From an optimization exercise on the open Yosys and OpenROAD flow, aimed at small area, a short achievable clock period and few clock cycles; shortcuts taken in it are not production practice. Function was checked by simulation only, so behaviour that the tests miss may differ from the original. Power figures rest on the tool's default switching activity, not on a simulated workload.

$ cat design.v
module matmul
#(
    parameter DIM_BITS = 16,
    parameter MEM_AW = 16,
    parameter MEM_DW = 32,
    parameter PREC = 16)
(
    input [MEM_AW-1:0] aBASE,
    input [DIM_BITS-1:0] aCOLS,
    input [DIM_BITS-1:0] aROWS,
    input [DIM_BITS-1:0] aSTRIDE,
    input [MEM_AW-1:0] bBASE,
    input [DIM_BITS-1:0] bCOLS,
    input [DIM_BITS-1:0] bSTRIDE,
    input [MEM_AW-1:0] cBASE,
    input [DIM_BITS-1:0] cSTRIDE,
    input clk,
    input go,
    input [MEM_DW-1:0] mem_rdata,
    input rst_n,
    output reg [MEM_AW-1:0] mem_addr,
    output reg mem_req,
    output [MEM_DW-1:0] mem_wdata,
    output reg mem_write,
    output reg ret
);
localparam S_IDLE = 2'd0;
localparam S_RD   = 2'd1;
localparam S_GAP  = 2'd2;
localparam S_WR   = 2'd3;
localparam K_A0 = 2'd0;
localparam K_B0 = 2'd1;
localparam K_B1 = 2'd2;
localparam K_A1 = 2'd3;
reg [1:0] st;
reg [1:0] ph;           
reg       gcnt;         
reg       kfirst;       
reg       wpend;        
reg       zero;         
reg       shortk;       
reg       w_r1, w_c1;   
reg       w_nrow;       
reg       w_done;       
reg [15:0] krem, jrem, irem;
reg [15:0] a_row, a_ptr, b_col, b_ptr, c_row, c_ptr;
reg [15:0] a_s, b_s, c_s;   
reg        klast, jlast, ilast, r1, c1;   
reg        bend;         
reg       q_v, d1_v, d2_v;
reg       q_f, d1_f, d2_f;
reg [1:0] q_k, d1_k, d2_k;
wire arr_a0 = d2_v & (d2_k == K_A0);
wire arr_b0 = d2_v & (d2_k == K_B0);
wire arr_b1 = d2_v & (d2_k == K_B1);
wire arr_a1 = d2_v & (d2_k == K_A1);
reg [15:0] rd1;           
reg [15:0] hb0;
reg [15:0] xr;
reg [8:0] y_one, y_two, y_neg;    
wire [15:0] ysrc = zero ? 16'd0 :
                   (arr_b0 | arr_b1) ? mem_rdata[15:0] :
                   arr_a1 ? rd1 :
                   pend ? hb0 : 16'd0;
wire [8:0] ysrc_one, ysrc_two, ysrc_neg;
matmul_booth_enc u_enc (.y(ysrc), .one(ysrc_one), .two(ysrc_two), .neg(ysrc_neg));
reg m_v, m_f, pend;
reg [31:0] ps, pc;       
wire [31:0] ms, mc;
matmul_csmul u_mul (.x(xr), .yone(y_one), .ytwo(y_two), .yneg(y_neg), .s(ms), .c(mc));
wire [31:0] acc_s = acc0 ^ ps ^ pc;
wire [31:0] acc_c = ((acc0 & ps) | (acc0 & pc) | (ps & pc));
reg [31:0] acc0, acc1, acc2, acc3;
assign mem_wdata = acc3;
wire [15:0] a_step2 = {a_s[14:0], 1'b0};
wire [15:0] c_step2 = {c_s[14:0], 1'b0};
reg [1:0]  st_n;
reg [1:0]  ph_n, q_k_n;
reg        mem_req_n, ret_n, q_v_n, q_f_n, mem_write_n;
reg        gcnt_n, kfirst_n, wpend_n, zero_n, shortk_n;
reg        w_r1_n, w_c1_n, w_nrow_n, w_done_n;
reg [15:0] mem_addr_n, krem_n, jrem_n, irem_n;
reg [15:0] abase, aoff;
reg        acin, ajunk;
reg [15:0] a_row_n, a_ptr_n, b_col_n, b_ptr_n, c_row_n, c_ptr_n;
always @* begin
    st_n = st;
    ph_n = ph;
    gcnt_n = gcnt;
    kfirst_n = kfirst;
    wpend_n = wpend;
    zero_n = zero;
    shortk_n = shortk;
    w_r1_n = w_r1;
    w_c1_n = w_c1;
    w_nrow_n = w_nrow;
    w_done_n = w_done;
    krem_n = krem;
    jrem_n = jrem;
    irem_n = irem;
    a_row_n = a_row;
    a_ptr_n = a_ptr;
    b_col_n = b_col;
    b_ptr_n = b_ptr;
    c_row_n = c_row;
    c_ptr_n = c_ptr;
    abase = a_ptr;
    aoff = 16'd0;
    acin = 1'b0;
    mem_write_n = 1'b1;
    mem_req_n = 1'b0;
    ret_n = 1'b0;
    q_v_n = 1'b0;
    q_f_n = kfirst;
    q_k_n = ph;
    case (st)
        S_IDLE: begin
            zero_n = (aCOLS == 16'd0);
            shortk_n = (aCOLS[15:1] == 15'd0);
            krem_n = aCOLS;
            jrem_n = bCOLS;
            irem_n = aROWS;
            a_row_n = aBASE;
            a_ptr_n = aBASE;
            b_col_n = bBASE;
            b_ptr_n = bBASE;
            c_row_n = cBASE;
            c_ptr_n = cBASE;
            kfirst_n = 1'b1;
            wpend_n = 1'b0;
            w_r1_n = 1'b1;
            w_c1_n = 1'b1;
            w_done_n = 1'b1;
            if (go) begin
                if ((aROWS == 16'd0) || (bCOLS == 16'd0)) begin
                    st_n = S_WR;
                    ph_n = 2'd3;
                end
                else begin
                    st_n = S_RD;
                    ph_n = 2'd0;
                end
            end
        end
        S_RD: begin
            mem_req_n = 1'b1;
            mem_write_n = 1'b0;
            q_v_n = 1'b1;
            case (ph)
                2'd0: begin
                    abase = a_ptr;
                    ph_n = 2'd1;
                end
                2'd1: begin
                    abase = b_ptr;
                    ph_n = 2'd2;
                    if (wpend) begin
                        st_n = S_WR;
                        ph_n = 2'd0;
                        wpend_n = 1'b0;
                    end
                end
                2'd2: begin
                    abase = b_ptr;
                    acin = 1'b1;
                    ph_n = 2'd3;
                end
                2'd3: begin
                    abase = a_ptr;
                    aoff = a_s;
                    ph_n = 2'd0;
                    if (!bend) begin
                        krem_n = krem - 16'd1;
                        kfirst_n = 1'b0;
                        a_ptr_n = a_ptr + 16'd1;
                        b_ptr_n = b_ptr + b_s;
                    end
                    else begin
                        kfirst_n = 1'b1;
                        krem_n = aCOLS;
                        w_r1_n = r1;
                        w_c1_n = c1;
                        w_nrow_n = jlast;
                        w_done_n = jlast & ilast;
                        if (!jlast) begin
                            a_ptr_n = a_row;
                            b_col_n = b_col + 16'd2;
                            b_ptr_n = b_col + 16'd2;
                            jrem_n = jrem - 16'd2;
                        end
                        else begin
                            a_row_n = a_row + a_step2;
                            a_ptr_n = a_row + a_step2;
                            b_col_n = bBASE;
                            b_ptr_n = bBASE;
                            jrem_n = bCOLS;
                            irem_n = irem - 16'd2;
                        end
                        if ((jlast & ilast) | shortk) begin
                            st_n = S_GAP;
                            gcnt_n = 1'b0;
                        end
                        else begin
                            wpend_n = 1'b1;
                        end
                    end
                end
            endcase
        end
        S_GAP: begin
            gcnt_n = 1'b1;
            if (gcnt) begin
                st_n = S_WR;
                ph_n = 2'd0;
            end
        end
        S_WR: begin
            mem_write_n = 1'b1;
            case (ph)
                2'd0: begin
                    abase = c_ptr;
                    mem_req_n = 1'b1;
                    ph_n = 2'd1;
                end
                2'd1: begin
                    abase = c_ptr;
                    acin = 1'b1;
                    mem_req_n = ~w_c1;
                    ph_n = 2'd2;
                end
                2'd2: begin
                    abase = c_ptr;
                    aoff = c_s;
                    acin = 1'b1;
                    mem_req_n = ~w_r1 & ~w_c1;
                    ph_n = 2'd3;
                end
                2'd3: begin
                    abase = c_ptr;
                    aoff = c_s;
                    mem_req_n = ~w_r1;
                    if (w_nrow) begin
                        c_row_n = c_row + c_step2;
                        c_ptr_n = c_row + c_step2;
                    end
                    else begin
                        c_ptr_n = c_ptr + 16'd2;
                    end
                    if (w_done) begin
                        st_n = S_IDLE;
                        ret_n = 1'b1;
                    end
                    else begin
                        st_n = S_RD;
                        ph_n = shortk ? 2'd0 : 2'd2;
                    end
                end
            endcase
        end
    endcase
    {mem_addr_n, ajunk} = {abase, 1'b1} + {aoff, acin};
end
always @(posedge clk or negedge rst_n) begin
    if (~rst_n) begin
        st <= S_IDLE;
        mem_req <= 1'b0;
        ret <= 1'b0;
        q_v <= 1'b0;
        d1_v <= 1'b0;
        d2_v <= 1'b0;
        m_v <= 1'b0;
        pend <= 1'b0;
    end
    else begin
        st <= st_n;
        mem_req <= mem_req_n;
        ret <= ret_n;
        q_v <= q_v_n;
        d1_v <= q_v;
        d2_v <= d1_v;
        m_v <= pend | (d2_v && d2_k != K_A0);
        pend <= ~pend & d2_v & (d2_k == K_A1);
    end
end
always @(posedge clk) begin
    if (st == S_IDLE) begin
        a_s <= aSTRIDE;
        b_s <= bSTRIDE;
        c_s <= cSTRIDE;
    end
    klast <= (krem[15:1] == 15'd0);
    bend <= (st == S_RD) && (ph == 2'd2) && klast;
    jlast <= (jrem[15:2] == 14'd0) && (jrem[1:0] != 2'd3);
    ilast <= (irem[15:2] == 14'd0) && (irem[1:0] != 2'd3);
    r1 <= (irem[15:1] == 15'd0);
    c1 <= (jrem[15:1] == 15'd0);
    ph <= ph_n;
    gcnt <= gcnt_n;
    kfirst <= kfirst_n;
    wpend <= wpend_n;
    zero <= zero_n;
    shortk <= shortk_n;
    w_r1 <= w_r1_n;
    w_c1 <= w_c1_n;
    w_nrow <= w_nrow_n;
    w_done <= w_done_n;
    krem <= krem_n;
    jrem <= jrem_n;
    irem <= irem_n;
    a_row <= a_row_n;
    a_ptr <= a_ptr_n;
    b_col <= b_col_n;
    b_ptr <= b_ptr_n;
    c_row <= c_row_n;
    c_ptr <= c_ptr_n;
    mem_addr <= mem_addr_n;
    mem_write <= mem_write_n;
    q_f <= q_f_n;
    q_k <= q_k_n;
    if (!pend)
        m_f <= d2_f;
end
always @(posedge clk) begin
    d1_f <= q_f;
    d1_k <= q_k;
    d2_f <= d1_f;
    d2_k <= d1_k;
    rd1 <= mem_rdata[15:0];
    if (arr_b0) hb0 <= mem_rdata[15:0];
    if (arr_b0)
        xr <= rd1;
    else if (arr_a1)
        xr <= mem_rdata[15:0];
    y_one <= ysrc_one;
    y_two <= ysrc_two;
    y_neg <= ysrc_neg;
    ps <= ms;
    pc <= mc;
    acc3 <= acc_s + {acc_c[30:0], 1'b0};
    acc2 <= acc3;
    acc1 <= acc2;
    acc0 <= (m_v & m_f) ? 32'd0 : acc1;
end
endmodule
module matmul_booth_enc (
    input [15:0] y,
    output [8:0] one,
    output [8:0] two,
    output [8:0] neg
);
assign one[0] = y[0] ^ 1'b0;
assign two[0] = (y[1] & ~y[0] & ~1'b0) | (~y[1] & y[0] & 1'b0);
assign neg[0] = y[1];
assign one[1] = y[2] ^ y[1];
assign two[1] = (y[3] & ~y[2] & ~y[1]) | (~y[3] & y[2] & y[1]);
assign neg[1] = y[3];
assign one[2] = y[4] ^ y[3];
assign two[2] = (y[5] & ~y[4] & ~y[3]) | (~y[5] & y[4] & y[3]);
assign neg[2] = y[5];
assign one[3] = y[6] ^ y[5];
assign two[3] = (y[7] & ~y[6] & ~y[5]) | (~y[7] & y[6] & y[5]);
assign neg[3] = y[7];
assign one[4] = y[8] ^ y[7];
assign two[4] = (y[9] & ~y[8] & ~y[7]) | (~y[9] & y[8] & y[7]);
assign neg[4] = y[9];
assign one[5] = y[10] ^ y[9];
assign two[5] = (y[11] & ~y[10] & ~y[9]) | (~y[11] & y[10] & y[9]);
assign neg[5] = y[11];
assign one[6] = y[12] ^ y[11];
assign two[6] = (y[13] & ~y[12] & ~y[11]) | (~y[13] & y[12] & y[11]);
assign neg[6] = y[13];
assign one[7] = y[14] ^ y[13];
assign two[7] = (y[15] & ~y[14] & ~y[13]) | (~y[15] & y[14] & y[13]);
assign neg[7] = y[15];
assign one[8] = 1'b0 ^ y[15];
assign two[8] = (1'b0 & ~1'b0 & ~y[15]) | (~1'b0 & 1'b0 & y[15]);
assign neg[8] = 1'b0;
endmodule
module matmul_csmul (
    input [15:0] x,
    input [8:0] yone,
    input [8:0] ytwo,
    input [8:0] yneg,
    output [31:0] s,
    output [31:0] c
);
wire one0 = yone[0];
wire two0 = ytwo[0];
wire neg0 = yneg[0];
wire pp0_0 = ((one0 & x[0]) | (two0 & 1'b0)) ^ neg0;
wire pp0_1 = ((one0 & x[1]) | (two0 & x[0])) ^ neg0;
wire pp0_2 = ((one0 & x[2]) | (two0 & x[1])) ^ neg0;
wire pp0_3 = ((one0 & x[3]) | (two0 & x[2])) ^ neg0;
wire pp0_4 = ((one0 & x[4]) | (two0 & x[3])) ^ neg0;
wire pp0_5 = ((one0 & x[5]) | (two0 & x[4])) ^ neg0;
wire pp0_6 = ((one0 & x[6]) | (two0 & x[5])) ^ neg0;
wire pp0_7 = ((one0 & x[7]) | (two0 & x[6])) ^ neg0;
wire pp0_8 = ((one0 & x[8]) | (two0 & x[7])) ^ neg0;
wire pp0_9 = ((one0 & x[9]) | (two0 & x[8])) ^ neg0;
wire pp0_10 = ((one0 & x[10]) | (two0 & x[9])) ^ neg0;
wire pp0_11 = ((one0 & x[11]) | (two0 & x[10])) ^ neg0;
wire pp0_12 = ((one0 & x[12]) | (two0 & x[11])) ^ neg0;
wire pp0_13 = ((one0 & x[13]) | (two0 & x[12])) ^ neg0;
wire pp0_14 = ((one0 & x[14]) | (two0 & x[13])) ^ neg0;
wire pp0_15 = ((one0 & x[15]) | (two0 & x[14])) ^ neg0;
wire pp0_16 = ((one0 & 1'b0) | (two0 & x[15])) ^ neg0;
wire nn0 = ~neg0;
wire one1 = yone[1];
wire two1 = ytwo[1];
wire neg1 = yneg[1];
wire pp1_0 = ((one1 & x[0]) | (two1 & 1'b0)) ^ neg1;
wire pp1_1 = ((one1 & x[1]) | (two1 & x[0])) ^ neg1;
wire pp1_2 = ((one1 & x[2]) | (two1 & x[1])) ^ neg1;
wire pp1_3 = ((one1 & x[3]) | (two1 & x[2])) ^ neg1;
wire pp1_4 = ((one1 & x[4]) | (two1 & x[3])) ^ neg1;
wire pp1_5 = ((one1 & x[5]) | (two1 & x[4])) ^ neg1;
wire pp1_6 = ((one1 & x[6]) | (two1 & x[5])) ^ neg1;
wire pp1_7 = ((one1 & x[7]) | (two1 & x[6])) ^ neg1;
wire pp1_8 = ((one1 & x[8]) | (two1 & x[7])) ^ neg1;
wire pp1_9 = ((one1 & x[9]) | (two1 & x[8])) ^ neg1;
wire pp1_10 = ((one1 & x[10]) | (two1 & x[9])) ^ neg1;
wire pp1_11 = ((one1 & x[11]) | (two1 & x[10])) ^ neg1;
wire pp1_12 = ((one1 & x[12]) | (two1 & x[11])) ^ neg1;
wire pp1_13 = ((one1 & x[13]) | (two1 & x[12])) ^ neg1;
wire pp1_14 = ((one1 & x[14]) | (two1 & x[13])) ^ neg1;
wire pp1_15 = ((one1 & x[15]) | (two1 & x[14])) ^ neg1;
wire pp1_16 = ((one1 & 1'b0) | (two1 & x[15])) ^ neg1;
wire nn1 = ~neg1;
wire one2 = yone[2];
wire two2 = ytwo[2];
wire neg2 = yneg[2];
wire pp2_0 = ((one2 & x[0]) | (two2 & 1'b0)) ^ neg2;
wire pp2_1 = ((one2 & x[1]) | (two2 & x[0])) ^ neg2;
wire pp2_2 = ((one2 & x[2]) | (two2 & x[1])) ^ neg2;
wire pp2_3 = ((one2 & x[3]) | (two2 & x[2])) ^ neg2;
wire pp2_4 = ((one2 & x[4]) | (two2 & x[3])) ^ neg2;
wire pp2_5 = ((one2 & x[5]) | (two2 & x[4])) ^ neg2;
wire pp2_6 = ((one2 & x[6]) | (two2 & x[5])) ^ neg2;
wire pp2_7 = ((one2 & x[7]) | (two2 & x[6])) ^ neg2;
wire pp2_8 = ((one2 & x[8]) | (two2 & x[7])) ^ neg2;
wire pp2_9 = ((one2 & x[9]) | (two2 & x[8])) ^ neg2;
wire pp2_10 = ((one2 & x[10]) | (two2 & x[9])) ^ neg2;
wire pp2_11 = ((one2 & x[11]) | (two2 & x[10])) ^ neg2;
wire pp2_12 = ((one2 & x[12]) | (two2 & x[11])) ^ neg2;
wire pp2_13 = ((one2 & x[13]) | (two2 & x[12])) ^ neg2;
wire pp2_14 = ((one2 & x[14]) | (two2 & x[13])) ^ neg2;
wire pp2_15 = ((one2 & x[15]) | (two2 & x[14])) ^ neg2;
wire pp2_16 = ((one2 & 1'b0) | (two2 & x[15])) ^ neg2;
wire nn2 = ~neg2;
wire one3 = yone[3];
wire two3 = ytwo[3];
wire neg3 = yneg[3];
wire pp3_0 = ((one3 & x[0]) | (two3 & 1'b0)) ^ neg3;
wire pp3_1 = ((one3 & x[1]) | (two3 & x[0])) ^ neg3;
wire pp3_2 = ((one3 & x[2]) | (two3 & x[1])) ^ neg3;
wire pp3_3 = ((one3 & x[3]) | (two3 & x[2])) ^ neg3;
wire pp3_4 = ((one3 & x[4]) | (two3 & x[3])) ^ neg3;
wire pp3_5 = ((one3 & x[5]) | (two3 & x[4])) ^ neg3;
wire pp3_6 = ((one3 & x[6]) | (two3 & x[5])) ^ neg3;
wire pp3_7 = ((one3 & x[7]) | (two3 & x[6])) ^ neg3;
wire pp3_8 = ((one3 & x[8]) | (two3 & x[7])) ^ neg3;
wire pp3_9 = ((one3 & x[9]) | (two3 & x[8])) ^ neg3;
wire pp3_10 = ((one3 & x[10]) | (two3 & x[9])) ^ neg3;
wire pp3_11 = ((one3 & x[11]) | (two3 & x[10])) ^ neg3;
wire pp3_12 = ((one3 & x[12]) | (two3 & x[11])) ^ neg3;
wire pp3_13 = ((one3 & x[13]) | (two3 & x[12])) ^ neg3;
wire pp3_14 = ((one3 & x[14]) | (two3 & x[13])) ^ neg3;
wire pp3_15 = ((one3 & x[15]) | (two3 & x[14])) ^ neg3;
wire pp3_16 = ((one3 & 1'b0) | (two3 & x[15])) ^ neg3;
wire nn3 = ~neg3;
wire one4 = yone[4];
wire two4 = ytwo[4];
wire neg4 = yneg[4];
wire pp4_0 = ((one4 & x[0]) | (two4 & 1'b0)) ^ neg4;
wire pp4_1 = ((one4 & x[1]) | (two4 & x[0])) ^ neg4;
wire pp4_2 = ((one4 & x[2]) | (two4 & x[1])) ^ neg4;
wire pp4_3 = ((one4 & x[3]) | (two4 & x[2])) ^ neg4;
wire pp4_4 = ((one4 & x[4]) | (two4 & x[3])) ^ neg4;
wire pp4_5 = ((one4 & x[5]) | (two4 & x[4])) ^ neg4;
wire pp4_6 = ((one4 & x[6]) | (two4 & x[5])) ^ neg4;
wire pp4_7 = ((one4 & x[7]) | (two4 & x[6])) ^ neg4;
wire pp4_8 = ((one4 & x[8]) | (two4 & x[7])) ^ neg4;
wire pp4_9 = ((one4 & x[9]) | (two4 & x[8])) ^ neg4;
wire pp4_10 = ((one4 & x[10]) | (two4 & x[9])) ^ neg4;
wire pp4_11 = ((one4 & x[11]) | (two4 & x[10])) ^ neg4;
wire pp4_12 = ((one4 & x[12]) | (two4 & x[11])) ^ neg4;
wire pp4_13 = ((one4 & x[13]) | (two4 & x[12])) ^ neg4;
wire pp4_14 = ((one4 & x[14]) | (two4 & x[13])) ^ neg4;
wire pp4_15 = ((one4 & x[15]) | (two4 & x[14])) ^ neg4;
wire pp4_16 = ((one4 & 1'b0) | (two4 & x[15])) ^ neg4;
wire nn4 = ~neg4;
wire one5 = yone[5];
wire two5 = ytwo[5];
wire neg5 = yneg[5];
wire pp5_0 = ((one5 & x[0]) | (two5 & 1'b0)) ^ neg5;
wire pp5_1 = ((one5 & x[1]) | (two5 & x[0])) ^ neg5;
wire pp5_2 = ((one5 & x[2]) | (two5 & x[1])) ^ neg5;
wire pp5_3 = ((one5 & x[3]) | (two5 & x[2])) ^ neg5;
wire pp5_4 = ((one5 & x[4]) | (two5 & x[3])) ^ neg5;
wire pp5_5 = ((one5 & x[5]) | (two5 & x[4])) ^ neg5;
wire pp5_6 = ((one5 & x[6]) | (two5 & x[5])) ^ neg5;
wire pp5_7 = ((one5 & x[7]) | (two5 & x[6])) ^ neg5;
wire pp5_8 = ((one5 & x[8]) | (two5 & x[7])) ^ neg5;
wire pp5_9 = ((one5 & x[9]) | (two5 & x[8])) ^ neg5;
wire pp5_10 = ((one5 & x[10]) | (two5 & x[9])) ^ neg5;
wire pp5_11 = ((one5 & x[11]) | (two5 & x[10])) ^ neg5;
wire pp5_12 = ((one5 & x[12]) | (two5 & x[11])) ^ neg5;
wire pp5_13 = ((one5 & x[13]) | (two5 & x[12])) ^ neg5;
wire pp5_14 = ((one5 & x[14]) | (two5 & x[13])) ^ neg5;
wire pp5_15 = ((one5 & x[15]) | (two5 & x[14])) ^ neg5;
wire pp5_16 = ((one5 & 1'b0) | (two5 & x[15])) ^ neg5;
wire nn5 = ~neg5;
wire one6 = yone[6];
wire two6 = ytwo[6];
wire neg6 = yneg[6];
wire pp6_0 = ((one6 & x[0]) | (two6 & 1'b0)) ^ neg6;
wire pp6_1 = ((one6 & x[1]) | (two6 & x[0])) ^ neg6;
wire pp6_2 = ((one6 & x[2]) | (two6 & x[1])) ^ neg6;
wire pp6_3 = ((one6 & x[3]) | (two6 & x[2])) ^ neg6;
wire pp6_4 = ((one6 & x[4]) | (two6 & x[3])) ^ neg6;
wire pp6_5 = ((one6 & x[5]) | (two6 & x[4])) ^ neg6;
wire pp6_6 = ((one6 & x[6]) | (two6 & x[5])) ^ neg6;
wire pp6_7 = ((one6 & x[7]) | (two6 & x[6])) ^ neg6;
wire pp6_8 = ((one6 & x[8]) | (two6 & x[7])) ^ neg6;
wire pp6_9 = ((one6 & x[9]) | (two6 & x[8])) ^ neg6;
wire pp6_10 = ((one6 & x[10]) | (two6 & x[9])) ^ neg6;
wire pp6_11 = ((one6 & x[11]) | (two6 & x[10])) ^ neg6;
wire pp6_12 = ((one6 & x[12]) | (two6 & x[11])) ^ neg6;
wire pp6_13 = ((one6 & x[13]) | (two6 & x[12])) ^ neg6;
wire pp6_14 = ((one6 & x[14]) | (two6 & x[13])) ^ neg6;
wire pp6_15 = ((one6 & x[15]) | (two6 & x[14])) ^ neg6;
wire pp6_16 = ((one6 & 1'b0) | (two6 & x[15])) ^ neg6;
wire nn6 = ~neg6;
wire one7 = yone[7];
wire two7 = ytwo[7];
wire neg7 = yneg[7];
wire pp7_0 = ((one7 & x[0]) | (two7 & 1'b0)) ^ neg7;
wire pp7_1 = ((one7 & x[1]) | (two7 & x[0])) ^ neg7;
wire pp7_2 = ((one7 & x[2]) | (two7 & x[1])) ^ neg7;
wire pp7_3 = ((one7 & x[3]) | (two7 & x[2])) ^ neg7;
wire pp7_4 = ((one7 & x[4]) | (two7 & x[3])) ^ neg7;
wire pp7_5 = ((one7 & x[5]) | (two7 & x[4])) ^ neg7;
wire pp7_6 = ((one7 & x[6]) | (two7 & x[5])) ^ neg7;
wire pp7_7 = ((one7 & x[7]) | (two7 & x[6])) ^ neg7;
wire pp7_8 = ((one7 & x[8]) | (two7 & x[7])) ^ neg7;
wire pp7_9 = ((one7 & x[9]) | (two7 & x[8])) ^ neg7;
wire pp7_10 = ((one7 & x[10]) | (two7 & x[9])) ^ neg7;
wire pp7_11 = ((one7 & x[11]) | (two7 & x[10])) ^ neg7;
wire pp7_12 = ((one7 & x[12]) | (two7 & x[11])) ^ neg7;
wire pp7_13 = ((one7 & x[13]) | (two7 & x[12])) ^ neg7;
wire pp7_14 = ((one7 & x[14]) | (two7 & x[13])) ^ neg7;
wire pp7_15 = ((one7 & x[15]) | (two7 & x[14])) ^ neg7;
wire pp7_16 = ((one7 & 1'b0) | (two7 & x[15])) ^ neg7;
wire nn7 = ~neg7;
wire one8 = yone[8];
wire two8 = ytwo[8];
wire neg8 = yneg[8];
wire pp8_0 = ((one8 & x[0]) | (two8 & 1'b0)) ^ neg8;
wire pp8_1 = ((one8 & x[1]) | (two8 & x[0])) ^ neg8;
wire pp8_2 = ((one8 & x[2]) | (two8 & x[1])) ^ neg8;
wire pp8_3 = ((one8 & x[3]) | (two8 & x[2])) ^ neg8;
wire pp8_4 = ((one8 & x[4]) | (two8 & x[3])) ^ neg8;
wire pp8_5 = ((one8 & x[5]) | (two8 & x[4])) ^ neg8;
wire pp8_6 = ((one8 & x[6]) | (two8 & x[5])) ^ neg8;
wire pp8_7 = ((one8 & x[7]) | (two8 & x[6])) ^ neg8;
wire pp8_8 = ((one8 & x[8]) | (two8 & x[7])) ^ neg8;
wire pp8_9 = ((one8 & x[9]) | (two8 & x[8])) ^ neg8;
wire pp8_10 = ((one8 & x[10]) | (two8 & x[9])) ^ neg8;
wire pp8_11 = ((one8 & x[11]) | (two8 & x[10])) ^ neg8;
wire pp8_12 = ((one8 & x[12]) | (two8 & x[11])) ^ neg8;
wire pp8_13 = ((one8 & x[13]) | (two8 & x[12])) ^ neg8;
wire pp8_14 = ((one8 & x[14]) | (two8 & x[13])) ^ neg8;
wire pp8_15 = ((one8 & x[15]) | (two8 & x[14])) ^ neg8;
wire s1 = pp0_10 ^ pp1_8;
wire c2 = pp0_10 & pp1_8;
wire s3 = pp0_11 ^ pp1_9;
wire c4 = pp0_11 & pp1_9;
wire s5 = pp0_12 ^ pp1_10 ^ pp2_8;
wire c6 = (pp0_12 & pp1_10) | (pp0_12 & pp2_8) | (pp1_10 & pp2_8);
wire s7 = pp3_6 ^ pp4_4;
wire c8 = pp3_6 & pp4_4;
wire s9 = pp0_13 ^ pp1_11 ^ pp2_9;
wire c10 = (pp0_13 & pp1_11) | (pp0_13 & pp2_9) | (pp1_11 & pp2_9);
wire s11 = pp3_7 ^ pp4_5;
wire c12 = pp3_7 & pp4_5;
wire s13 = pp0_14 ^ pp1_12 ^ pp2_10;
wire c14 = (pp0_14 & pp1_12) | (pp0_14 & pp2_10) | (pp1_12 & pp2_10);
wire s15 = pp3_8 ^ pp4_6 ^ pp5_4;
wire c16 = (pp3_8 & pp4_6) | (pp3_8 & pp5_4) | (pp4_6 & pp5_4);
wire s17 = pp6_2 ^ pp7_0;
wire c18 = pp6_2 & pp7_0;
wire s19 = pp0_15 ^ pp1_13 ^ pp2_11;
wire c20 = (pp0_15 & pp1_13) | (pp0_15 & pp2_11) | (pp1_13 & pp2_11);
wire s21 = pp3_9 ^ pp4_7 ^ pp5_5;
wire c22 = (pp3_9 & pp4_7) | (pp3_9 & pp5_5) | (pp4_7 & pp5_5);
wire s23 = pp6_3 ^ pp7_1;
wire c24 = pp6_3 & pp7_1;
wire s25 = pp0_16 ^ pp1_14 ^ pp2_12;
wire c26 = (pp0_16 & pp1_14) | (pp0_16 & pp2_12) | (pp1_14 & pp2_12);
wire s27 = pp3_10 ^ pp4_8 ^ pp5_6;
wire c28 = (pp3_10 & pp4_8) | (pp3_10 & pp5_6) | (pp4_8 & pp5_6);
wire s29 = pp6_4 ^ pp7_2 ^ pp8_0;
wire c30 = (pp6_4 & pp7_2) | (pp6_4 & pp8_0) | (pp7_2 & pp8_0);
wire s31 = neg0 ^ pp1_15 ^ pp2_13;
wire c32 = (neg0 & pp1_15) | (neg0 & pp2_13) | (pp1_15 & pp2_13);
wire s33 = pp3_11 ^ pp4_9 ^ pp5_7;
wire c34 = (pp3_11 & pp4_9) | (pp3_11 & pp5_7) | (pp4_9 & pp5_7);
wire s35 = pp6_5 ^ pp7_3 ^ pp8_1;
wire c36 = (pp6_5 & pp7_3) | (pp6_5 & pp8_1) | (pp7_3 & pp8_1);
wire s37 = neg0 ^ pp1_16 ^ pp2_14;
wire c38 = (neg0 & pp1_16) | (neg0 & pp2_14) | (pp1_16 & pp2_14);
wire s39 = pp3_12 ^ pp4_10 ^ pp5_8;
wire c40 = (pp3_12 & pp4_10) | (pp3_12 & pp5_8) | (pp4_10 & pp5_8);
wire s41 = pp6_6 ^ pp7_4 ^ pp8_2;
wire c42 = (pp6_6 & pp7_4) | (pp6_6 & pp8_2) | (pp7_4 & pp8_2);
wire s43 = nn0 ^ nn1 ^ pp2_15;
wire c44 = (nn0 & nn1) | (nn0 & pp2_15) | (nn1 & pp2_15);
wire s45 = pp3_13 ^ pp4_11 ^ pp5_9;
wire c46 = (pp3_13 & pp4_11) | (pp3_13 & pp5_9) | (pp4_11 & pp5_9);
wire s47 = pp6_7 ^ pp7_5 ^ pp8_3;
wire c48 = (pp6_7 & pp7_5) | (pp6_7 & pp8_3) | (pp7_5 & pp8_3);
wire s49 = pp2_16 ^ pp3_14 ^ pp4_12;
wire c50 = (pp2_16 & pp3_14) | (pp2_16 & pp4_12) | (pp3_14 & pp4_12);
wire s51 = pp5_10 ^ pp6_8 ^ pp7_6;
wire c52 = (pp5_10 & pp6_8) | (pp5_10 & pp7_6) | (pp6_8 & pp7_6);
wire s53 = pp8_4 ^ 1'b1;
wire c54 = pp8_4 & 1'b1;
wire s55 = nn2 ^ pp3_15 ^ pp4_13;
wire c56 = (nn2 & pp3_15) | (nn2 & pp4_13) | (pp3_15 & pp4_13);
wire s57 = pp5_11 ^ pp6_9 ^ pp7_7;
wire c58 = (pp5_11 & pp6_9) | (pp5_11 & pp7_7) | (pp6_9 & pp7_7);
wire s59 = pp3_16 ^ pp4_14 ^ pp5_12;
wire c60 = (pp3_16 & pp4_14) | (pp3_16 & pp5_12) | (pp4_14 & pp5_12);
wire s61 = pp6_10 ^ pp7_8;
wire c62 = pp6_10 & pp7_8;
wire s63 = nn3 ^ pp4_15 ^ pp5_13;
wire c64 = (nn3 & pp4_15) | (nn3 & pp5_13) | (pp4_15 & pp5_13);
wire s65 = pp4_16 ^ pp5_14;
wire c66 = pp4_16 & pp5_14;
wire s67 = pp0_6 ^ pp1_4;
wire c68 = pp0_6 & pp1_4;
wire s69 = pp0_7 ^ pp1_5;
wire c70 = pp0_7 & pp1_5;
wire s71 = pp0_8 ^ pp1_6 ^ pp2_4;
wire c72 = (pp0_8 & pp1_6) | (pp0_8 & pp2_4) | (pp1_6 & pp2_4);
wire s73 = pp3_2 ^ pp4_0;
wire c74 = pp3_2 & pp4_0;
wire s75 = pp0_9 ^ pp1_7 ^ pp2_5;
wire c76 = (pp0_9 & pp1_7) | (pp0_9 & pp2_5) | (pp1_7 & pp2_5);
wire s77 = pp3_3 ^ pp4_1;
wire c78 = pp3_3 & pp4_1;
wire s79 = pp2_6 ^ pp3_4 ^ pp4_2;
wire c80 = (pp2_6 & pp3_4) | (pp2_6 & pp4_2) | (pp3_4 & pp4_2);
wire s81 = pp5_0 ^ neg5 ^ s1;
wire c82 = (pp5_0 & neg5) | (pp5_0 & s1) | (neg5 & s1);
wire s83 = pp2_7 ^ pp3_5 ^ pp4_3;
wire c84 = (pp2_7 & pp3_5) | (pp2_7 & pp4_3) | (pp3_5 & pp4_3);
wire s85 = pp5_1 ^ s3 ^ c2;
wire c86 = (pp5_1 & s3) | (pp5_1 & c2) | (s3 & c2);
wire s87 = pp5_2 ^ pp6_0 ^ neg6;
wire c88 = (pp5_2 & pp6_0) | (pp5_2 & neg6) | (pp6_0 & neg6);
wire s89 = s5 ^ s7 ^ c4;
wire c90 = (s5 & s7) | (s5 & c4) | (s7 & c4);
wire s91 = pp5_3 ^ pp6_1 ^ s9;
wire c92 = (pp5_3 & pp6_1) | (pp5_3 & s9) | (pp6_1 & s9);
wire s93 = s11 ^ c6 ^ c8;
wire c94 = (s11 & c6) | (s11 & c8) | (c6 & c8);
wire s95 = neg7 ^ s13 ^ s15;
wire c96 = (neg7 & s13) | (neg7 & s15) | (s13 & s15);
wire s97 = s17 ^ c10 ^ c12;
wire c98 = (s17 & c10) | (s17 & c12) | (c10 & c12);
wire s99 = s19 ^ s21 ^ s23;
wire c100 = (s19 & s21) | (s19 & s23) | (s21 & s23);
wire s101 = c14 ^ c16 ^ c18;
wire c102 = (c14 & c16) | (c14 & c18) | (c16 & c18);
wire s103 = s25 ^ s27 ^ s29;
wire c104 = (s25 & s27) | (s25 & s29) | (s27 & s29);
wire s105 = c20 ^ c22 ^ c24;
wire c106 = (c20 & c22) | (c20 & c24) | (c22 & c24);
wire s107 = s31 ^ s33 ^ s35;
wire c108 = (s31 & s33) | (s31 & s35) | (s33 & s35);
wire s109 = c26 ^ c28 ^ c30;
wire c110 = (c26 & c28) | (c26 & c30) | (c28 & c30);
wire s111 = s37 ^ s39 ^ s41;
wire c112 = (s37 & s39) | (s37 & s41) | (s39 & s41);
wire s113 = c32 ^ c34 ^ c36;
wire c114 = (c32 & c34) | (c32 & c36) | (c34 & c36);
wire s115 = s43 ^ s45 ^ s47;
wire c116 = (s43 & s45) | (s43 & s47) | (s45 & s47);
wire s117 = c38 ^ c40 ^ c42;
wire c118 = (c38 & c40) | (c38 & c42) | (c40 & c42);
wire s119 = s49 ^ s51 ^ s53;
wire c120 = (s49 & s51) | (s49 & s53) | (s51 & s53);
wire s121 = c44 ^ c46 ^ c48;
wire c122 = (c44 & c46) | (c44 & c48) | (c46 & c48);
wire s123 = pp8_5 ^ s55 ^ s57;
wire c124 = (pp8_5 & s55) | (pp8_5 & s57) | (s55 & s57);
wire s125 = c50 ^ c52 ^ c54;
wire c126 = (c50 & c52) | (c50 & c54) | (c52 & c54);
wire s127 = pp8_6 ^ 1'b1 ^ s59;
wire c128 = (pp8_6 & 1'b1) | (pp8_6 & s59) | (1'b1 & s59);
wire s129 = s61 ^ c56 ^ c58;
wire c130 = (s61 & c56) | (s61 & c58) | (c56 & c58);
wire s131 = pp6_11 ^ pp7_9 ^ pp8_7;
wire c132 = (pp6_11 & pp7_9) | (pp6_11 & pp8_7) | (pp7_9 & pp8_7);
wire s133 = s63 ^ c60 ^ c62;
wire c134 = (s63 & c60) | (s63 & c62) | (c60 & c62);
wire s135 = pp6_12 ^ pp7_10 ^ pp8_8;
wire c136 = (pp6_12 & pp7_10) | (pp6_12 & pp8_8) | (pp7_10 & pp8_8);
wire s137 = 1'b1 ^ s65 ^ c64;
wire c138 = (1'b1 & s65) | (1'b1 & c64) | (s65 & c64);
wire s139 = nn4 ^ pp5_15 ^ pp6_13;
wire c140 = (nn4 & pp5_15) | (nn4 & pp6_13) | (pp5_15 & pp6_13);
wire s141 = pp7_11 ^ pp8_9 ^ c66;
wire c142 = (pp7_11 & pp8_9) | (pp7_11 & c66) | (pp8_9 & c66);
wire s143 = pp5_16 ^ pp6_14 ^ pp7_12;
wire c144 = (pp5_16 & pp6_14) | (pp5_16 & pp7_12) | (pp6_14 & pp7_12);
wire s145 = pp8_10 ^ 1'b1;
wire c146 = pp8_10 & 1'b1;
wire s147 = nn5 ^ pp6_15 ^ pp7_13;
wire c148 = (nn5 & pp6_15) | (nn5 & pp7_13) | (pp6_15 & pp7_13);
wire s149 = pp6_16 ^ pp7_14;
wire c150 = pp6_16 & pp7_14;
wire s151 = pp0_4 ^ pp1_2;
wire c152 = pp0_4 & pp1_2;
wire s153 = pp0_5 ^ pp1_3;
wire c154 = pp0_5 & pp1_3;
wire s155 = pp2_2 ^ pp3_0 ^ neg3;
wire c156 = (pp2_2 & pp3_0) | (pp2_2 & neg3) | (pp3_0 & neg3);
wire s157 = pp2_3 ^ pp3_1 ^ s69;
wire c158 = (pp2_3 & pp3_1) | (pp2_3 & s69) | (pp3_1 & s69);
wire s159 = neg4 ^ s71 ^ s73;
wire c160 = (neg4 & s71) | (neg4 & s73) | (s71 & s73);
wire s161 = s75 ^ s77 ^ c72;
wire c162 = (s75 & s77) | (s75 & c72) | (s77 & c72);
wire s163 = s79 ^ s81 ^ c76;
wire c164 = (s79 & s81) | (s79 & c76) | (s81 & c76);
wire s165 = s83 ^ s85 ^ c80;
wire c166 = (s83 & s85) | (s83 & c80) | (s85 & c80);
wire s167 = s87 ^ s89 ^ c84;
wire c168 = (s87 & s89) | (s87 & c84) | (s89 & c84);
wire s169 = s91 ^ s93 ^ c88;
wire c170 = (s91 & s93) | (s91 & c88) | (s93 & c88);
wire s171 = s95 ^ s97 ^ c92;
wire c172 = (s95 & s97) | (s95 & c92) | (s97 & c92);
wire s173 = s99 ^ s101 ^ c96;
wire c174 = (s99 & s101) | (s99 & c96) | (s101 & c96);
wire s175 = s103 ^ s105 ^ c100;
wire c176 = (s103 & s105) | (s103 & c100) | (s105 & c100);
wire s177 = s107 ^ s109 ^ c104;
wire c178 = (s107 & s109) | (s107 & c104) | (s109 & c104);
wire s179 = s111 ^ s113 ^ c108;
wire c180 = (s111 & s113) | (s111 & c108) | (s113 & c108);
wire s181 = s115 ^ s117 ^ c112;
wire c182 = (s115 & s117) | (s115 & c112) | (s117 & c112);
wire s183 = s119 ^ s121 ^ c116;
wire c184 = (s119 & s121) | (s119 & c116) | (s121 & c116);
wire s185 = s123 ^ s125 ^ c120;
wire c186 = (s123 & s125) | (s123 & c120) | (s125 & c120);
wire s187 = s127 ^ s129 ^ c124;
wire c188 = (s127 & s129) | (s127 & c124) | (s129 & c124);
wire s189 = s131 ^ s133 ^ c128;
wire c190 = (s131 & s133) | (s131 & c128) | (s133 & c128);
wire s191 = s135 ^ s137 ^ c132;
wire c192 = (s135 & s137) | (s135 & c132) | (s137 & c132);
wire s193 = s139 ^ s141 ^ c136;
wire c194 = (s139 & s141) | (s139 & c136) | (s141 & c136);
wire s195 = s143 ^ s145 ^ c140;
wire c196 = (s143 & s145) | (s143 & c140) | (s145 & c140);
wire s197 = pp8_11 ^ s147 ^ c144;
wire c198 = (pp8_11 & s147) | (pp8_11 & c144) | (s147 & c144);
wire s199 = pp8_12 ^ 1'b1 ^ s149;
wire c200 = (pp8_12 & 1'b1) | (pp8_12 & s149) | (1'b1 & s149);
wire s201 = nn6 ^ pp7_15 ^ pp8_13;
wire c202 = (nn6 & pp7_15) | (nn6 & pp8_13) | (pp7_15 & pp8_13);
wire s203 = pp7_16 ^ pp8_14;
wire c204 = pp7_16 & pp8_14;
wire s205 = pp0_2 ^ pp1_0;
wire c206 = pp0_2 & pp1_0;
wire s207 = pp0_3 ^ pp1_1;
wire c208 = pp0_3 & pp1_1;
wire s209 = pp2_0 ^ neg2 ^ s151;
wire c210 = (pp2_0 & neg2) | (pp2_0 & s151) | (neg2 & s151);
wire s211 = pp2_1 ^ s153 ^ c152;
wire c212 = (pp2_1 & s153) | (pp2_1 & c152) | (s153 & c152);
wire s213 = s67 ^ s155 ^ c154;
wire c214 = (s67 & s155) | (s67 & c154) | (s155 & c154);
wire s215 = c68 ^ s157 ^ c156;
wire c216 = (c68 & s157) | (c68 & c156) | (s157 & c156);
wire s217 = c70 ^ s159 ^ c158;
wire c218 = (c70 & s159) | (c70 & c158) | (s159 & c158);
wire s219 = c74 ^ s161 ^ c160;
wire c220 = (c74 & s161) | (c74 & c160) | (s161 & c160);
wire s221 = c78 ^ s163 ^ c162;
wire c222 = (c78 & s163) | (c78 & c162) | (s163 & c162);
wire s223 = c82 ^ s165 ^ c164;
wire c224 = (c82 & s165) | (c82 & c164) | (s165 & c164);
wire s225 = c86 ^ s167 ^ c166;
wire c226 = (c86 & s167) | (c86 & c166) | (s167 & c166);
wire s227 = c90 ^ s169 ^ c168;
wire c228 = (c90 & s169) | (c90 & c168) | (s169 & c168);
wire s229 = c94 ^ s171 ^ c170;
wire c230 = (c94 & s171) | (c94 & c170) | (s171 & c170);
wire s231 = c98 ^ s173 ^ c172;
wire c232 = (c98 & s173) | (c98 & c172) | (s173 & c172);
wire s233 = c102 ^ s175 ^ c174;
wire c234 = (c102 & s175) | (c102 & c174) | (s175 & c174);
wire s235 = c106 ^ s177 ^ c176;
wire c236 = (c106 & s177) | (c106 & c176) | (s177 & c176);
wire s237 = c110 ^ s179 ^ c178;
wire c238 = (c110 & s179) | (c110 & c178) | (s179 & c178);
wire s239 = c114 ^ s181 ^ c180;
wire c240 = (c114 & s181) | (c114 & c180) | (s181 & c180);
wire s241 = c118 ^ s183 ^ c182;
wire c242 = (c118 & s183) | (c118 & c182) | (s183 & c182);
wire s243 = c122 ^ s185 ^ c184;
wire c244 = (c122 & s185) | (c122 & c184) | (s185 & c184);
wire s245 = c126 ^ s187 ^ c186;
wire c246 = (c126 & s187) | (c126 & c186) | (s187 & c186);
wire s247 = c130 ^ s189 ^ c188;
wire c248 = (c130 & s189) | (c130 & c188) | (s189 & c188);
wire s249 = c134 ^ s191 ^ c190;
wire c250 = (c134 & s191) | (c134 & c190) | (s191 & c190);
wire s251 = c138 ^ s193 ^ c192;
wire c252 = (c138 & s193) | (c138 & c192) | (s193 & c192);
wire s253 = c142 ^ s195 ^ c194;
wire c254 = (c142 & s195) | (c142 & c194) | (s195 & c194);
wire s255 = c146 ^ s197 ^ c196;
wire c256 = (c146 & s197) | (c146 & c196) | (s197 & c196);
wire s257 = c148 ^ s199 ^ c198;
wire c258 = (c148 & s199) | (c148 & c198) | (s199 & c198);
wire s259 = c150 ^ s201 ^ c200;
wire c260 = (c150 & s201) | (c150 & c200) | (s201 & c200);
wire s261 = 1'b1 ^ s203 ^ c202;
wire c262 = (1'b1 & s203) | (1'b1 & c202) | (s203 & c202);
wire s263 = nn7 ^ pp8_15 ^ c204;
wire c264 = (nn7 & pp8_15) | (nn7 & c204) | (pp8_15 & c204);
assign s[0] = pp0_0;
assign c[0] = neg0;
assign s[1] = pp0_1;
assign c[1] = 1'b0;
assign s[2] = neg1;
assign c[2] = s205;
assign s[3] = s207;
assign c[3] = c206;
assign s[4] = s209;
assign c[4] = c208;
assign s[5] = s211;
assign c[5] = c210;
assign s[6] = s213;
assign c[6] = c212;
assign s[7] = s215;
assign c[7] = c214;
assign s[8] = s217;
assign c[8] = c216;
assign s[9] = s219;
assign c[9] = c218;
assign s[10] = s221;
assign c[10] = c220;
assign s[11] = s223;
assign c[11] = c222;
assign s[12] = s225;
assign c[12] = c224;
assign s[13] = s227;
assign c[13] = c226;
assign s[14] = s229;
assign c[14] = c228;
assign s[15] = s231;
assign c[15] = c230;
assign s[16] = s233;
assign c[16] = c232;
assign s[17] = s235;
assign c[17] = c234;
assign s[18] = s237;
assign c[18] = c236;
assign s[19] = s239;
assign c[19] = c238;
assign s[20] = s241;
assign c[20] = c240;
assign s[21] = s243;
assign c[21] = c242;
assign s[22] = s245;
assign c[22] = c244;
assign s[23] = s247;
assign c[23] = c246;
assign s[24] = s249;
assign c[24] = c248;
assign s[25] = s251;
assign c[25] = c250;
assign s[26] = s253;
assign c[26] = c252;
assign s[27] = s255;
assign c[27] = c254;
assign s[28] = s257;
assign c[28] = c256;
assign s[29] = s259;
assign c[29] = c258;
assign s[30] = s261;
assign c[30] = c260;
assign s[31] = s263;
assign c[31] = c262;
endmodule
$ cat flow/run.sh
#!/bin/bash
# The standard layout, with two changes to how it is made (the SDC and its
# 10 ns clock are unchanged): port buffers use the small buf_1 cell instead of
# the default delay buffer, and repair_timing aims for a larger setup margin.
set -euo pipefail
bash standard.sh 'BUFFER_PORTS_ARGS=-buffer_cell sky130_fd_sc_hd__buf_1' SETUP_SLACK_MARGIN=6.8 finish > standard_make.log 2>&1
$ cat standard.sh
#!/bin/bash
# synth_recipe.tcl (not shown) runs the flow's synth.tcl, then flattens the netlist and writes it again
# the make line also repeats each setting of config.mk as NAME=value (left out here)
make -C /OpenROAD-flow-scripts/flow DESIGN_CONFIG=/design/flow/config.mk WORK_HOME=/design/flow/orfs CLKGATE_MAP_FILE= SYNTH_SCRIPT=/design/flow/synth_recipe.tcl "${@:-finish}"
$ cat config.mk
export PLATFORM = sky130hd
export DESIGN_NAME = matmul
export DESIGN_NICKNAME = matmul
export VERILOG_FILES = /design/flow/design.v
export SDC_FILE = /design/flow/constraint.sdc
export NUM_CORES = 4
export LEC_CHECK = 0
export ABC_CLOCK_PERIOD_IN_PS = 3000
export CAP_MARGIN = 20
export CORE_MARGIN = 2
export CORE_UTILIZATION = 40
export CTS_BUF_LIST = sky130_fd_sc_hd__clkbuf_8
export CTS_CLUSTER_DIAMETER = 60
export CTS_CLUSTER_SIZE = 25
export PLACE_DENSITY = 0.6
export SLEW_MARGIN = 20
$ cat constraint.sdc
create_clock -name core_clock -period 10.0 [get_ports {clk}]
set_input_delay 2.0000 -clock core_clock [delete_from_list [all_inputs] [get_ports {clk}]]
set_output_delay 2.0000 -clock core_clock [all_outputs]
set_load 0.01 [all_outputs]
==> run notes, run 1 <==
largest area contributor in the netlist=edfxtp_1; CP required=8.00 ns; die width=271 um; Initial Util=0.402; critical path type=flip-flop to output port; top post-synthesis cells by area=edfxtp_1 25%, dfxtp_1 18%, fa_1 9.7%, xnor2_1 6.6%, ha_1 5.6%; Worst Max-Slew Pin Slew=1.03 ns; vias in the first global route=21800; Routed wire per std cell=20.0 um; boundary pin count=230; Max Buffers Root-to-Sink=3; setup clock skew after layout=0.0458 ns; DRT iter0 DRCs=1715; Fin Hold WS=0.330 ns; CORE AREA=71100 um^2; Buffers on Ports=213; clock root buffer=clkbuf_8; overall power=6.79 mW; slowest cell delay on critical path=0.46 ns; final WL=79000 um; global-route usage over all layers=0.208; Max Slew Vio Count=0; Area Growth Syn to Fin=17.5%; total vias in the final route=21600; ys flop type=dfxtp_1; VDD IR max=187 uV; Vert. Die Dim=271 um; Post-Synth Adder-Cell Area=0.153; share of the synthesized area in the top cell type=0.248; register bit total from synthesis=508; flop2flop setup slack=6.74 ns; CTS tree=done; DRC Markers=0; simple-gate share of the synthesized area=0.110; Relative slew margins=0.309; share of cells above drive strength 1=0.164; Power Density=202 nW/um^2; Pleak=13.0 nW; GRT overflow=0; Syn Nets=3178; first-pass GRT wire length=121000 um; GP Congestion=0.906; Fmax=0.298 GHz; Warnings, synthesis=1; Util after Layout=0.473; largest net degree at the start of global routing=56; Synth async-reset ratio=0.0177; clk sinks=508; final setup violation count=0; initial antenna violation count=9; EDFF count, synth=236; Worst-path clk slew=0.11 ns; insertion delay to the later sink of the worst-skew pair=0.72 ns; largest family of logic cells by synthesized area=adder cells; CP startpoint kind=flip-flop; post-synthesis sequential area ratio=0.440; Hold WC Path Type=flip-flop to flip-flop; Max FO, Critical Path=1; Max Cap Viol=0; Post-Syn Area=28600 um^2; Final nets=3408; H-tree Lvls=2; Compound-Gate Fraction of Synth Area=0.145; xor and xnor area share after synthesis=0.0909; post-synth cell types=80; Final Cycle Share=0.336; CP cell instances=buf_2; cell row count=98; Critical Path Sink Type=output port; Buf/Inv on CP=1; fin crit period=3.36 ns; setup tns final=0 ns; Num CTS Buffers=49; syn_area_per_cell=10.5 um^2; number of vias per cell=5.46; remaining antenna violation count=0; RSZ-0062 raised after global routing=true; Worst path slowest cell=dfrtp_1; Critical Path AT=1.36 ns; die footprint=73700 um^2; post-synthesis mux area share=0.0188; DP Wirelength=56100 um; # hold bufs at CTS=0; Top Family by Delay on Critical Path=flip-flops; first-pass iteration count of the detailed router=6; Synth Instances=2732; status=no timing/DRC/antenna violations; Final Hold Vio Count=0
cell usage after synthesis, drive strengths merged (4+ instances only):
| library cell | instances |
|---|---|
| dfxtp | 263 |
| o22ai | 13 |
| o21a | 18 |
| a22o | 18 |
| inv | 150 |
| buf | 25 |
| a21o | 51 |
| a21oi | 135 |
| fa | 138 |
| nand4 | 23 |
| xor2 | 83 |
| nor3 | 41 |
| or3 | 8 |
| and4 | 7 |
| a21boi | 6 |
| or4 | 4 |
| and3 | 16 |
| nand2 | 243 |
| and2 | 41 |
| nand3 | 65 |
| a211oi | 22 |
| ha | 129 |
| a31oi | 19 |
| dfrtp | 9 |
| nor2b | 22 |
| xnor2 | 214 |
| nor2 | 158 |
| clkinv | 4 |
| o211ai | 12 |
| o21bai | 10 |
| edfxtp | 236 |
| nor4 | 22 |
| a221oi | 20 |
| o31ai | 12 |
| mux2 | 22 |
| o21ai | 117 |
| a22oi | 124 |
| o221ai | 10 |
| a311oi | 9 |
| clkbuf | 137 |
| mux2i | 29 |
| nand2b | 10 |
logic make-up after synthesis:
| kind of cell | after synthesis |
|---|---|
| AO/OA/AOI/OAI | 619 |
| XOR/XNOR | 297 |
| adder cells (fa/ha/maj) | 267 |
| buffers and inverters | 316 |
| flip-flops | 508 |
| multiplexers | 51 |
| AND/OR/NAND/NOR | 674 |
through the flow:
step	instances	setup WS, ns	area [um^2]
final	3956	6.64	33600
after detailed placement	3750	5.20	30100
after floorplan	2732	6.79	28700
after CTS	3925	6.60	32900
after global placement	3749	5.23	30100
after global routing	3955	6.62	33600
routing by layer:
metal | routed length (um) | vias to the layer above | share of wire | track usage
li1 | - | 10100 | - | -
met1 | 32200 | 10500 | 0.41 | 0.263
met2 | 38500 | 759 | 0.49 | 0.356
met3 | 5360 | 195 | 0.068 | 0.0365
met4 | 2780 | 12 | 0.035 | 0.0800
met5 | 74 | - | 0.00094 | 0
repair_timing:
| item | in CTS | in global routing |
|---|---|---|
| gates cloned | 3 | 1 |
| pin swaps | 42 | 76 |
| endpoints found under the setup margin | 269 | 89 |
| resized for setup | 228 | 109 |
| buffers inserted | 80 | 27 |
worst paths after layout:
check | startpoint | end | depth (start not counted)
setup / recovery | mem_req$_DFF_PN0_ | mem_req | 1
hold / removal | acc2[5]$_DFF_P_ | acc1[5]$_DFF_P_ | 0
setup reg to reg | xr[12]$_DFFE_PP_ | ps[15]$_DFF_P_ | 10
hold reg to reg | acc2[5]$_DFF_P_ | acc1[5]$_DFF_P_ | 0
max in group asynchronous | rst_n | st[0]$_DFFE_PN0P_ | 1
min in group asynchronous | rst_n | ret$_DFF_PN0_ | 1
state kept, by name, indices dropped and copies added, names as in the netlist, 8 cells and up:
name,count
c_row,16
ps,32
c_s,16
acc2,32
a_row,16
b_col,16
a_s,16
y_two,8
a_ptr,16
pc,31
b_s,16
krem,16
jrem,16
acc1,32
y_one,9
acc0,32
irem,16
mem_addr,16
hb0,16
acc3,32
c_ptr,16
xr,16
b_ptr,16
rd1,16
layout make-up:
cell class | count | area (um^2)
well taps | 950 | 1190
fillers | 6542 | 37500
multi-input cells | 1908 | 15500
flip-flops and latches | 508 | 12700
clock inverters | 41 | 578
inverters | 154 | 607
diodes | 3 | 7.51
repair buffers | 341 | 2380
clock buffers | 51 | 702
layout by cell type (no fill, tap or decap), drive strengths merged, types with 129 or more instances in the layout:
cell type / Yosys / routed
buf: 25 / 338
dfxtp: 263 / 263
nand2: 243 / 243
edfxtp: 236 / 236
xnor2: 214 / 214
inv: 150 / 170
nor2: 158 / 158
fa: 138 / 138
a21oi: 135 / 135
ha: 129 / 129
report_power, final:
part	total [mW]	switching (mW)	internal (mW)
Clock	1.60	0.944	0.653
Sequential	2.64	0.159	2.48
Combinational	2.56	1.42	1.13
Testbench counts, summed over its fixed seeds: cycles 52,372.
==> inputs of run 2 (changes only) <==
--- a/config.mk
+++ b/config.mk
@@ -5,11 +5,10 @@
 export SDC_FILE = /design/flow/constraint.sdc
 export NUM_CORES = 4
 export LEC_CHECK = 0
-export ABC_CLOCK_PERIOD_IN_PS = 3000
+export ABC_AREA = 1
 export CAP_MARGIN = 20
 export CORE_MARGIN = 2
 export CORE_UTILIZATION = 40
-export CTS_BUF_LIST = sky130_fd_sc_hd__clkbuf_8
 export CTS_CLUSTER_DIAMETER = 60
 export CTS_CLUSTER_SIZE = 25
 export PLACE_DENSITY = 0.6
==> run 2 against run 1 <==
Net effect:
- maximum frequency shrank 1.0%
- routed wire length grew 12%
- first-iteration DRC count grew 19%
- hold slack lost 0.0073 ns
- final cell count grew 21%
- final area grew 5.4%
- via count grew 15%
- highest routed layer is now met4
- synthesized cell count grew 28%
- sequential power is essentially flat
- die area grew 5.3%
- critical endpoint is now ps[12]$_DFF_P_
==> run notes, run 2 <==
commonest non-fill, non-tap cell in the layout=nand2_1 (unchanged); setup tns final=0 ns (unchanged); CORE AREA=74600 um^2 (was 71100 um^2); DP Wirelength=64700 um (was 56100 um); Final Cycle Share=0.339 (was 0.336); status=no timing/DRC/antenna violations (unchanged); RSZ-0062 raised after global routing=true (unchanged); VDD IR max=128 uV (was 187 uV); die width=279 um (was 271 um); register bit total from synthesis=508 (unchanged); Pleak=15.8 nW (was 13.0 nW); clock share of power=0.277 (was 0.235); Syn Nets=3932 (was 3178); global-route usage over all layers=0.224 (was 0.208); placed cell count=4578 (was 3750); EDFF count, synth=236 (unchanged); largest net degree at the start of global routing=71 (was 56); DRC Markers=0 (unchanged); Final Hold Vio Count=0 (unchanged); vias in the first global route=24100 (was 21800); largest area contributor in the netlist=edfxtp_1 (unchanged); final instance area=35400 um^2 (was 33600 um^2); cell row count=100 (was 98); flop2flop setup slack=6.61 ns (was 6.74 ns); Synth async-reset ratio=0.0177 (unchanged); syn_area_per_cell=8.65 um^2 (was 10.5 um^2); combinational group share of total power=0.358 (was 0.377); boundary pin count=230 (unchanged); Critical Path Sink Type=flip-flop (was output port); insertion delay to the later sink of the worst-skew pair=0.63 ns (was 0.72 ns); CP most frequent cell=fa_1; Sequential Power Share=0.366 (was 0.388); CP required=10.54 ns (was 8.00 ns); final WL=88400 um (was 79000 um); remaining antenna violation count=0 (unchanged); Relative slew margins=0.440 (was 0.309); Area Growth Syn to Fin=17.5% (about the same); Non-Filler Instances=4795 (was 3956); internal power=4.41 mW (was 4.26 mW); Power Density=201 nW/um^2 (was 202 nW/um^2); Fmax=0.295 GHz (was 0.298 GHz); DRT iter0 DRCs=2049 (was 1715); top post-synthesis cells by area=edfxtp_1 23%, dfxtp_1 17%, fa_1 9.2%, nand2_1 8.9%, inv_1 6.4% (was edfxtp_1 25%, dfxtp_1 18%, fa_1 9.7%, xnor2_1 6.6%, ha_1 5.6%); Worst Max-Slew Pin Slew=0.839 ns (was 1.03 ns); CP cell instances=buf_6 > clkinvlp_4 > buf_6 > o22ai_2 > xor2_1 > fa_1 > fa_1 > inv_2 > fa_1 > inv_2 > fa_2 (was buf_2); Psw=2.72 mW (was 2.53 mW); Max FO, Critical Path=6 (was 1); GP Congestion=0.952 (was 0.906); Post-Place Cell Area=31800 um^2 (was 30100 um^2); setup clock skew after layout=0.0436 ns (was 0.0458 ns); fin crit period=3.39 ns (was 3.36 ns); Max Slew Vio Count=0 (unchanged); Final nets=4234 (was 3408); CTS tree=done (unchanged); Buffers on Ports=213 (unchanged); initial antenna violation count=1 (was 9); first-pass GRT wire length=135000 um (was 121000 um); critical path type=flip-flop to flip-flop (was flip-flop to output port); commonest cells after routing, fill and taps aside=715 x nand2_1, 471 x inv_1, 255 x nor2_1 (was 241 x nand2_1, 236 x edfxtp_1, 201 x xnor2_1, 201 x dfxtp_1, 162 x buf_1); clock root buffer=clkbuf_16 (was clkbuf_8); Initial Util=0.404 (was 0.402); GRT overflow=0 (unchanged); Max Cap Viol=0 (unchanged); Num CTS Buffers=46 (was 49); Net Sw Frac=0.381 (was 0.372); post-synth cell types=61 (was 80); share of cells above drive strength 1=0.123 (was 0.164); most frequent cell after synthesis=nand2_1 (was dfxtp_1); CP startpoint kind=flip-flop (unchanged); final setup margin=6.61 ns (was 6.64 ns); clk sinks=508 (unchanged); slowest cell delay on critical path=0.55 ns (was 0.46 ns); post-synthesis sequential area ratio=0.417 (was 0.440); ys flop type=dfxtp_1 (unchanged); first-pass iteration count of the detailed router=8 (was 6); # hold bufs at CTS=0 (unchanged); synth cell count leaders=718 x nand2_1, 515 x inv_1, 263 x dfxtp_1 (was 263 x dfxtp_1, 243 x nand2_1, 236 x edfxtp_1); Worst path slowest cell=fa_1 (was dfrtp_1); number of vias per cell=5.17 (was 5.46); Post-Syn Area=30200 um^2 (was 28600 um^2); Routed wire per std cell=18.4 um (was 20.0 um); Critical Path AT=3.93 ns (was 1.36 ns); Hold WC Path Type=flip-flop to flip-flop (unchanged); share of the synthesized area in the top cell type=0.235 (was 0.248); Worst-path clk slew=0.08 ns (was 0.11 ns); die footprint=77600 um^2 (was 73700 um^2); final setup violation count=0 (unchanged); Warnings, synthesis=1 (unchanged); dpl ws=5.75 ns (was 5.20 ns); Synth Instances=3486 (was 2732); total vias in the final route=24800 (was 21600); Vert. Die Dim=279 um (was 271 um); H-tree Lvls=2 (unchanged); Max Buffers Root-to-Sink=3 (unchanged)
[run 2: area by class of cell]
class,instances,area (um^2)
diodes,2,5.00
clock buffers,50,1200
clock inverters,34,502
fillers,7250,39100
inverters,537,2170
multi-input cells,2339,15600
flip-flops and latches,508,12600
well taps,969,1210
repair buffers,345,2060
repair inverters,11,80.1
[run 2: per-stage QoR]
step                       util  power [mW]  hold slack (ns)
after floorplan               -        4.35            0.310
after global placement    0.427        5.09            0.310
after detailed placement  0.427        5.12            0.312
after CTS                 0.465        7.18            0.320
after global routing      0.475        7.70            0.326
final                     0.475        7.12            0.322
[run 2: final timing paths]
kind,to,depth (start not counted),from
worst max-delay path,ps[12]$_DFF_P_,11,xr[8]$_DFFE_PP_
worst min-delay path,acc1[16]$_DFF_P_,0,acc2[16]$_DFF_P_
worst max register to register,ps[12]$_DFF_P_,11,xr[8]$_DFFE_PP_
worst min register to register,acc1[16]$_DFF_P_,0,acc2[16]$_DFF_P_
max in group asynchronous,ret$_DFF_PN0_,1,rst_n
min in group asynchronous,st[0]$_DFFE_PN0P_,1,rst_n
[run 2: repair_timing]
item	4_1_cts	5_1_grt
cloned	11	3
endpoints found under the setup margin	167	44
gates resized for setup	125	80
pin swaps	34	20
endpoints found under the hold margin	0	0
buffers inserted	71	46
[run 2: per-layer routing]
layer	up-vias	wire length (um)	track usage
met5	-	0	0
li1	12000	-	-
met1	11700	37300	0.288
met2	856	41800	0.377
met3	194	5920	0.0391
met4	0	3390	0.0862
[run 2: critical path, delay by kind of cell, from the launching register on]
family	cells	cell delay, ns
fa+ha+maj	4	2.05
buf+inv	5	0.58
flops	1	0.35
xor+xnor	1	0.21
compound gates	1	0.14
[run 2: power groups by stage]
stage                     registers (mW)  clock network (mW)  logic, mW
after floorplan                     2.64                   0       1.71
after global placement              2.65                   0       2.45
after detailed placement            2.65                   0       2.46
after CTS                           2.61                2.03       2.53
after global routing                2.64                2.10       2.96
final                               2.61                1.97       2.55
[run 2: logic make-up after synthesis]
kind of cell             after synthesis  share of synthesized area
AND/OR/NAND/NOR                     1336                      0.187
buffers and inverters                640                     0.0824
AO/OA/AOI/OAI                        510                      0.103
flip-flops                           508                      0.417
adder cells (fa/ha/maj)              267                      0.145
XOR/XNOR                             215                     0.0624
multiplexers                          10                    0.00336
==> inputs of run 3 (changes only) <==
--- a/config.mk
+++ b/config.mk
@@ -5,7 +5,7 @@
 export SDC_FILE = /design/flow/constraint.sdc
 export NUM_CORES = 4
 export LEC_CHECK = 0
-export ABC_AREA = 1
+export ABC_CLOCK_PERIOD_IN_PS = 4000
 export CAP_MARGIN = 20
 export CORE_MARGIN = 2
 export CORE_UTILIZATION = 40
==> run 3 against run 2 <==
Net effect:
- still clean on timing, DRC and antenna
- synthesized cell count fell by 22%
- non-clock buffer count fell by 20
- setup slack gained 0.13 ns
- sequential power about the same
- power grew 0.34%
- maximum frequency is 4.0% higher
- combinational power fell by 4%
- area after synthesis fell by 5.1%
- critical endpoint is now mem_req
- largest cell class unchanged
==> run notes, run 3 <==
status=no timing/DRC/antenna violations (unchanged); Buffers on Ports=213 (unchanged); final WL=78200 um (was 88400 um); Critical Path Sink Type=output port (was flip-flop); Pleak=13.0 nW (was 15.8 nW); GRT overflow=0 (unchanged); die footprint=73700 um^2 (was 77600 um^2); share of the synthesized area in the top cell type=0.248 (was 0.235); Relative slew margins=0.313 (was 0.440); Util after Layout=0.471 (was 0.475); DRT iter0 DRCs=1660 (was 2049); H-tree Lvls=2 (unchanged); Post-Place Cell Area=30100 um^2 (was 31800 um^2); Max Buffers Root-to-Sink=3 (unchanged); post-synth cell types=80 (was 61); commonest cells after routing, fill and taps aside=242 x dfxtp_1, 241 x nand2_1, 236 x edfxtp_1 (was 715 x nand2_1, 471 x inv_1, 255 x nor2_1); wire length on met3=5110 um (was 5920 um); Fmax=0.306 GHz (was 0.295 GHz); Vert. Die Dim=271 um (was 279 um); commonest non-fill, non-tap cell in the layout=dfxtp_1 (was nand2_1); Routed wire per std cell=19.9 um (was 18.4 um); clk sinks=508 (unchanged); # hold bufs at CTS=0 (unchanged); Met1 Routed Length=32300 um (was 37300 um); CORE AREA=71100 um^2 (was 74600 um^2); initial antenna violation count=9 (was 1); slowest cell delay on critical path=0.45 ns (was 0.55 ns); Power Density=213 nW/um^2 (was 201 nW/um^2); CP required=8.00 ns (was 10.54 ns); final instance area=33500 um^2 (was 35400 um^2); placed cell count=3750 (was 4578); GP Congestion=0.906 (was 0.952); Num CTS Buffers=49 (was 46); Worst path slowest cell=dfrtp_1 (was fa_1); setup clock skew after layout=0.0429 ns (was 0.0436 ns); most frequent cell after synthesis=dfxtp_1 (was nand2_1); largest net degree at the start of global routing=56 (was 71); insertion delay to the later sink of the worst-skew pair=0.64 ns (was 0.63 ns); clock root buffer=clkbuf_16 (unchanged); ys flop type=dfxtp_1 (unchanged); Final nets=3392 (was 4234); DRC Markers=0 (unchanged); overall power=7.15 mW (was 7.12 mW); wire length on met2=38000 um (was 41800 um); max layer used=met5 (was met4); Max Slew Vio Count=0 (unchanged); Max Cap Viol=0 (unchanged); total vias in the final route=21500 (was 24800); Synth Instances=2732 (was 3486); number of vias per cell=5.47 (was 5.17); syn_area_per_cell=10.5 um^2 (was 8.65 um^2); Syn Nets=3178 (was 3932); first-pass iteration count of the detailed router=6 (was 8); post-synthesis sequential area ratio=0.440 (was 0.417); register bit total from synthesis=508 (unchanged); die width=271 um (was 279 um); Post-Syn Area=28600 um^2 (was 30200 um^2); Final Hold Vio Count=0 (unchanged); cell row count=98 (was 100); Hold WC Path Type=flip-flop to flip-flop (unchanged); Initial Util=0.402 (was 0.404); share of cells above drive strength 1=0.124 (was 0.123); remaining antenna violation count=0 (unchanged); Top Family by Delay on Critical Path=flip-flops (was adder cells); RSZ-0062 raised after global routing=true (unchanged); global-route usage over all layers=0.208 (was 0.224); vias in the first global route=21700 (was 24100); CP cell instances=buf_2 (was buf_6 > clkinvlp_4 > buf_6 > o22ai_2 > xor2_1 > fa_1 > fa_1 > inv_2 > fa_1 > inv_2 > fa_2); critical path type=flip-flop to output port (was flip-flop to flip-flop); EDFF count, synth=236 (unchanged); setup tns final=0 ns (unchanged)
[run 3: logic make-up after synthesis]
kind of cell / synth area share
adder cells (fa/ha/maj): 0.153
AND/OR/NAND/NOR: 0.110
AO/OA/AOI/OAI: 0.145
buffers and inverters: 0.0423
flip-flops: 0.440
XOR/XNOR: 0.0909
multiplexers: 0.0188
[run 3: cell type report]
class	instances	area, um^2	share of cell area
Tap cell	950	1190	0.0355
Clock buffer	55	1340	0.0401
Inverter	154	606	0.0181
Clock inverter	37	500	0.0149
Timing Repair Buffer	325	1930	0.0575
Multi-Input combinational cell	1908	15300	0.457
Antenna cell	2	5.00	0.000149
Sequential cell	508	12600	0.377
[run 3: power by group]
group | internal [mW] | switching (mW) | total (mW) | leakage, nW
combinational | 1.05 | 1.41 | 2.46 | 7.58
clock | 1.06 | 1.01 | 2.07 | 0.901
sequential | 2.46 | 0.147 | 2.61 | 4.49
[run 3: what timing repair did]
item                       CTS  global route
buffers inserted            79            14
gates cloned                 2             0
setup endpoints to repair  228            62
gates resized for setup     86            90
hold endpoints to repair     0             0
pin swaps                   22            37
[run 3: routing by layer]
| metal | GRT usage | vias to the layer above |
|---|---|---|
| met3 | 0.0356 | 174 |
| li1 | - | 10100 |
| met1 | 0.265 | 10500 |
| met2 | 0.353 | 725 |
| met5 | 0 | - |
| met4 | 0.0797 | 14 |
[run 3: worst paths after layout]
kind	endpoint	slack, ns	depth (start not counted)	from
min reg2reg	acc1[5]$_DFF_P_	0.33	0	acc2[5]$_DFF_P_
min in group asynchronous	ret$_DFF_PN0_	1.29	1	rst_n
max	mem_req	6.73	1	mem_req$_DFF_PN0_
max in group asynchronous	st[0]$_DFFE_PN0P_	8.36	1	rst_n
min	acc1[5]$_DFF_P_	0.33	0	acc2[5]$_DFF_P_
max reg2reg	ps[18]$_DFF_P_	6.78	9	xr[12]$_DFFE_PP_
[run 3: metrics by stage]
step	hold slack, ns	setup slack (ns)
after floorplan	0.310	6.79
after global placement	0.312	5.23
after detailed placement	0.312	5.20
after CTS	0.329	6.72
after global routing	0.335	6.66
final	0.325	6.73
